Source: an optimization exercise on an open RTL-to-GDS flow (aim: small area). Production flows keep margins and buffers that such runs may drop.
In this exercise RTL edits were held to simulation tests only and were not proved equivalent to the original.
The clock port is modelled as an ideal driver; clocking choices that lean on that would not hold on a real chip.

Setup of v22:
// top
module top(
	clk_50MHz,
	rst,
	SWC,
	SWR0,
	SWR1,
	SWR2,
	SWR3,
	a,
	b,
	c,
	d,
	e,
	f,
	g,
	ds,
	vpassed,
	vnotpassed,
	vopened
);
input clk_50MHz, rst;
input [3:0] SWC;
output SWR0, SWR1, SWR2, SWR3;
output a, b, c, d, e, f, g;
output [7:0] ds;
output vpassed, vnotpassed, vopened;
reg [15:0] lf;
wire tick = (lf == 16'h3ccc);
always @(posedge clk_50MHz)
	if (!rst)
		lf <= 16'hcf7c;
	else if (tick)
		lf <= 16'hcffc;
	else
		lf <= {~lf[14:0], lf[15] ^ lf[6]};
reg [2:0] sel;
always @(posedge clk_50MHz)
	if (!rst)
		sel <= 3'd0;
	else if (tick)
		sel <= sel + 3'd1;
assign {SWR0, SWR1, SWR2, SWR3} = ~(4'b1000 >> sel[1:0]);
wire [7:0] dsel = 8'b10000000 >> sel;    
assign ds = ~dsel;
wire pressed = ~&SWC;
reg sx;
reg [3:0] st;
always @(posedge clk_50MHz)
	if (!rst) begin
		sx <= 1'b0;
		st <= 4'd9;
	end else if (tick) begin
		sx <= pressed;
		if (sx)
			st <= (st[3] & ~st[1]) ? 4'd10 : 4'd0;    
		else if (st == 4'd10)
			st <= 4'd1;
		else if (st != 4'd9)
			st <= st + 4'd1;
	end
wire rise = tick & (st == 4'd10);
reg [1:0] col;
always @(posedge clk_50MHz)
	if (tick & pressed)
		col <= {~SWC[1] | ~SWC[0], ~SWC[2] | ~SWC[0]};
  ...
For scale: about 390 cells after synthesis, ~3500 um2 of cells after synthesis.
export LEC_CHECK = 0
export CAP_MARGIN = 20
export CORE_MARGIN = 2
export CORE_UTILIZATION = 55
export SLEW_MARGIN = 20
create_clock -name core_clock -period 20.0 [get_ports {clk_50MHz}]
standard.sh (not shown) runs the stock make flow with config.mk's settings and CLKGATE_MAP_FILE= SYNTH_SCRIPT=/design/flow/synth_recipe.tcl, a recipe that flattens the netlist after the stock synthesis.
==> flow/flow/run.sh <==
#!/bin/bash
# Own layout flow:
#  1. the standard synthesis (standard.sh synth), unchanged;
#  2. the combinational logic between the flip-flops is re-mapped by ABC for
#     area with several ABC scripts, four at a time; the smallest netlist that
#     keeps every flip-flop instance (name and cell) of the standard synthesis
#     is used;
#  3. the standard layout up to CTS, with the ports buffered by buf_1
#     cells and a clock tree of clkbuf_4 cells without dummy loads;
#  4. clock-tree buffers are upsized to clkbuf_8 where a flip-flop clock pin's
#     estimated slew is over 110 ps (clkfix.tcl);
#  5. the standard layout from global route to finish.
# Each tool's output goes to a flow_*.log file in the work folder.
set -euo pipefail
W=$(pwd)
R=$W/orfs/results/$FLOW_PLATFORM/top/base
PLAT=$FLOW_HOME/platforms/$FLOW_PLATFORM
LIB=$PLAT/lib/sky130_fd_sc_hd__tt_025C_1v80.lib
ARGS=(
	"BUFFER_PORTS_ARGS=-buffer_cell sky130_fd_sc_hd__buf_1"
	"CTS_ARGS=-sink_clustering_enable -repair_clock_nets -dont_use_dummy_load -buf_list {sky130_fd_sc_hd__clkbuf_4}"
)

bash standard.sh synth > $W/flow_synth.log 2>&1
cp $R/1_2_yosys.v $W/standard_synth.v

SCRIPTS=(
	'+strash;&get,-n;&deepsyn,-J,500;&put;dch,-f;amap'
	'+strash;&get,-n;&deepsyn,-J,500,-S,1;&put;dch,-f;amap'
	'+strash;&get,-n;&deepsyn,-J,500,-S,2;&put;dch,-f;amap'
	'+strash;&get,-n;&deepsyn,-J,500,-S,3;&put;dch,-f;amap'
	'+strash;&get,-n;&deepsyn,-J,500,-S,4;&put;dch,-f;amap'
	'+strash;&get,-n;&deepsyn,-J,500,-S,5;&put;dch,-f;amap'
	'+strash;&get,-n;&deepsyn,-J,500,-S,6;&put;dch,-f;amap'
	'+strash;&get,-n;&deepsyn,-J,500,-S,7;&put;dch,-f;amap'
	'+strash;&get,-n;&deepsyn,-J,500;&dch,-f;&nf,-R,1000;&put'
	'+strash;&get,-n;&deepsyn,-J,500,-S,1;&dch,-f;&nf,-R,1000;&put'
	'+strash;dc2;&get,-n;&deepsyn,-J,500;&put;dch,-f;amap'
	'+strash;dc2;&get,-n;&deepsyn,-J,500,-S,1;&put;dch,-f;amap'
)
run_one() {
	local i=$1
	sed -e "s#@LIB@#$LIB#g" -e "s#@IN@#$W/standard_synth.v#g" -e "s#@OUT@#$W/resyn_$i.v#g" \
		-e "s#@SCRIPT@#$W/resyn_$i.abc#" flow/resyn.ys > $W/resyn_$i.ys
	printf '%s\n' "${SCRIPTS[$i]#+}" | tr ';,' '\n ' > $W/resyn_$i.abc
	yosys -l $W/flow_resyn_$i.log -q $W/resyn_$i.ys > /dev/null 2>&1 || true
}
for i in "${!SCRIPTS[@]}"; do
	run_one $i &
	if (( i % 4 == 3 )); then wait; fi
done
wait

# keep the smallest netlist that has every flip-flop of the standard synthesis
ff() { grep -oE '^ +sky130_fd_sc_hd__[a-z]*df[a-z0-9_]* +[^ ]+' "$1" | sort; }
best=""
best_area=""
for i in "${!SCRIPTS[@]}"; do
	[[ -s $W/resyn_$i.v ]] || continue
	[[ "$(ff $W/standard_synth.v)" == "$(ff $W/resyn_$i.v)" ]] || continue
	a=$(grep "Chip area" $W/flow_resyn_$i.log | tail -1 | awk '{print $NF}')
	echo "netlist $i: area $a" >> $W/flow_pick.log
	if [[ -z "$best" ]] || awk -v a="$a" -v b="$best_area" 'BEGIN{exit !(a < b)}'; then
		best=$i
		best_area=$a
	fi
done
echo "best is $best with area $best_area" >> $W/flow_pick.log
if [[ -n "$best" ]]; then
	cp $W/resyn_$best.v $R/1_2_yosys.v
	rm -f $R/1_synth.odb $R/1_synth.sdc
fi

bash standard.sh cts "${ARGS[@]}" > $W/flow_cts.log 2>&1

cp $R/4_cts.odb $W/cts_before_clkfix.odb
if ! CTS_ODB=$R/4_cts.odb CTS_SDC=$R/4_cts.sdc LIB=$LIB PLATFORM_DIR=$PLAT CLK_SLEW_TARGET=0.11 \
	openroad -no_init -exit flow/clkfix.tcl > $W/flow_clkfix.log 2>&1; then
	echo "clkfix failed; keeping the clock tree as CTS made it" >> $W/flow_clkfix.log
	cp $W/cts_before_clkfix.odb $R/4_cts.odb
fi

bash standard.sh finish "${ARGS[@]}" > $W/flow_finish.log 2>&1
==> flow/flow/clkfix.tcl <==
# After CTS: upsize clock-tree buffers (clkbuf_4 -> clkbuf_8) until every
# flip-flop clock pin's estimated slew is under the target, then legalize.
# Reads and rewrites $::env(CTS_ODB).
set lib $::env(LIB)
read_db $::env(CTS_ODB)
read_liberty $lib
read_sdc $::env(CTS_SDC)
source $::env(PLATFORM_DIR)/setRC.tcl
set_propagated_clock [all_clocks]
set target $::env(CLK_SLEW_TARGET)
set big sky130_fd_sc_hd__clkbuf_8

proc worst_sink {} {
  set worst 0
  set wp ""
  foreach p [get_pins -of_objects [all_registers] -filter "is_clock==1"] {
    set s [get_property $p slew_max]
    if { $s > $worst } { set worst $s; set wp $p }
  }
  return [list $worst $wp]
}

for { set it 0 } { $it < 40 } { incr it } {
  estimate_parasitics -placement
  lassign [worst_sink] worst wp
  puts "iteration $it: worst clock pin slew [format %.4f $worst] at [get_full_name $wp]"
  if { $worst <= $target } { break }
  # the buffer driving the worst pin; if it is already big, its driver
  set net [get_nets -of_objects $wp]
  set drv [get_cells -of_objects [get_pins -of_objects $net -filter "direction==output"]]
  set done 0
  while { $drv != "" && !$done } {
    set ref [get_property $drv ref_name]
    if { [string match "*clkbuf*" $ref] && $ref != $big } {
      puts "  upsize [get_full_name $drv] $ref -> $big"
      replace_cell $drv $big
      set done 1
    } else {
      set in [get_pins -of_objects $drv -filter "direction==input"]
      if { [llength $in] != 1 } { break }
      set drvnet [get_nets -of_objects $in]
      set drv [get_cells -quiet -of_objects [get_pins -quiet -of_objects $drvnet -filter "direction==output"]]
    }
  }
  if { !$done } { break }
}
detailed_placement
check_placement
write_db $::env(CTS_ODB)
Other scripts of this flow, unchanged in this note and not shown: flow/flow/resyn.ys
### v22 -> v25
-- flow/flow/run.sh --
<<< v22, line 10
#  4. clock-tree buffers are upsized to clkbuf_8 where a flip-flop clock pin's
#     estimated slew is over 110 ps (clkfix.tcl);
#  5. the standard layout from global route to finish.
>>> v25, line 10
#  4. clock-tree buffers are upsized to clkbuf_8 where a flip-flop clock pin's
#     estimated slew is over 100 ps (clkfix.tcl);
#  5. the standard layout from global route to finish.
<<< v22, line 33
	'+strash;&get,-n;&deepsyn,-J,500,-S,5;&put;dch,-f;amap'
	'+strash;&get,-n;&deepsyn,-J,500,-S,6;&put;dch,-f;amap'
	'+strash;&get,-n;&deepsyn,-J,500,-S,7;&put;dch,-f;amap'
	'+strash;&get,-n;&deepsyn,-J,500;&dch,-f;&nf,-R,1000;&put'
	'+strash;&get,-n;&deepsyn,-J,500,-S,1;&dch,-f;&nf,-R,1000;&put'
	'+strash;dc2;&get,-n;&deepsyn,-J,500;&put;dch,-f;amap'
	'+strash;dc2;&get,-n;&deepsyn,-J,500,-S,1;&put;dch,-f;amap'
)
>>> v25, line 33
	'+strash;&get,-n;&deepsyn,-J,500,-S,5;&put;dch,-f;amap'
	'+strash;&get,-n;&deepsyn,-J,500;&dch,-f;&nf,-R,1000;&put'
	'+strash;&get,-n;&deepsyn,-J,500,-S,1;&dch,-f;&nf,-R,1000;&put'
)
<<< v22, line 76
cp $R/4_cts.odb $W/cts_before_clkfix.odb
if ! CTS_ODB=$R/4_cts.odb CTS_SDC=$R/4_cts.sdc LIB=$LIB PLATFORM_DIR=$PLAT CLK_SLEW_TARGET=0.11 \
	openroad -no_init -exit flow/clkfix.tcl > $W/flow_clkfix.log 2>&1; then
>>> v25, line 72
cp $R/4_cts.odb $W/cts_before_clkfix.odb
if ! CTS_ODB=$R/4_cts.odb CTS_SDC=$R/4_cts.sdc LIB=$LIB PLATFORM_DIR=$PLAT CLK_SLEW_TARGET=0.10 \
	openroad -no_init -exit flow/clkfix.tcl > $W/flow_clkfix.log 2>&1; then
Notes after the runs:
- Reported for v25 and v22, count of clock-buffer cells in the layout turned out identical to the last digit.
- Per the comparison of v25 with v22, worst setup slack went down 4.5 ps, routed via count divided by cell count went down 0.77%.
- Between v22 and v25, the sequential fraction of total cell area does not differ in any meaningful way.
- Between v25 and v22, the non-clock buffer area fraction after layout figures differ only marginally.

==> what the ideal ports hide <==
The flow's constraints put no driver on any port. The routed layouts listed below were extracted and timed again, unchanged, in two steps. Step 1: set_driving_cell puts a clkbuf_16 on clk_50MHz and a buf_2 on each other input, an assumption about the parent block. Step 2 adds t to the input delays and takes it off the output delays; t is the mean of the earliest and latest rising clock arrival at the registers after step 1. Input paths then give back, and output paths get back, about the clock's delay inside the block. a / b / c = ideal / step 1 / step 2; a / b = the first two.
run | t, ns | setup WS [ns] | hold slack, ns | worst slew at a driven data input, ns
v22 | 0.443 | 11.770 / 11.742 / 12.184 | 0.300 / 0.300 / 0.300 | 0.03
v25 | 0.446 | 11.765 / 11.737 / 12.183 | 0.315 / 0.315 / 0.315 | 0.03
After both steps setup and hold are still met in every run listed.
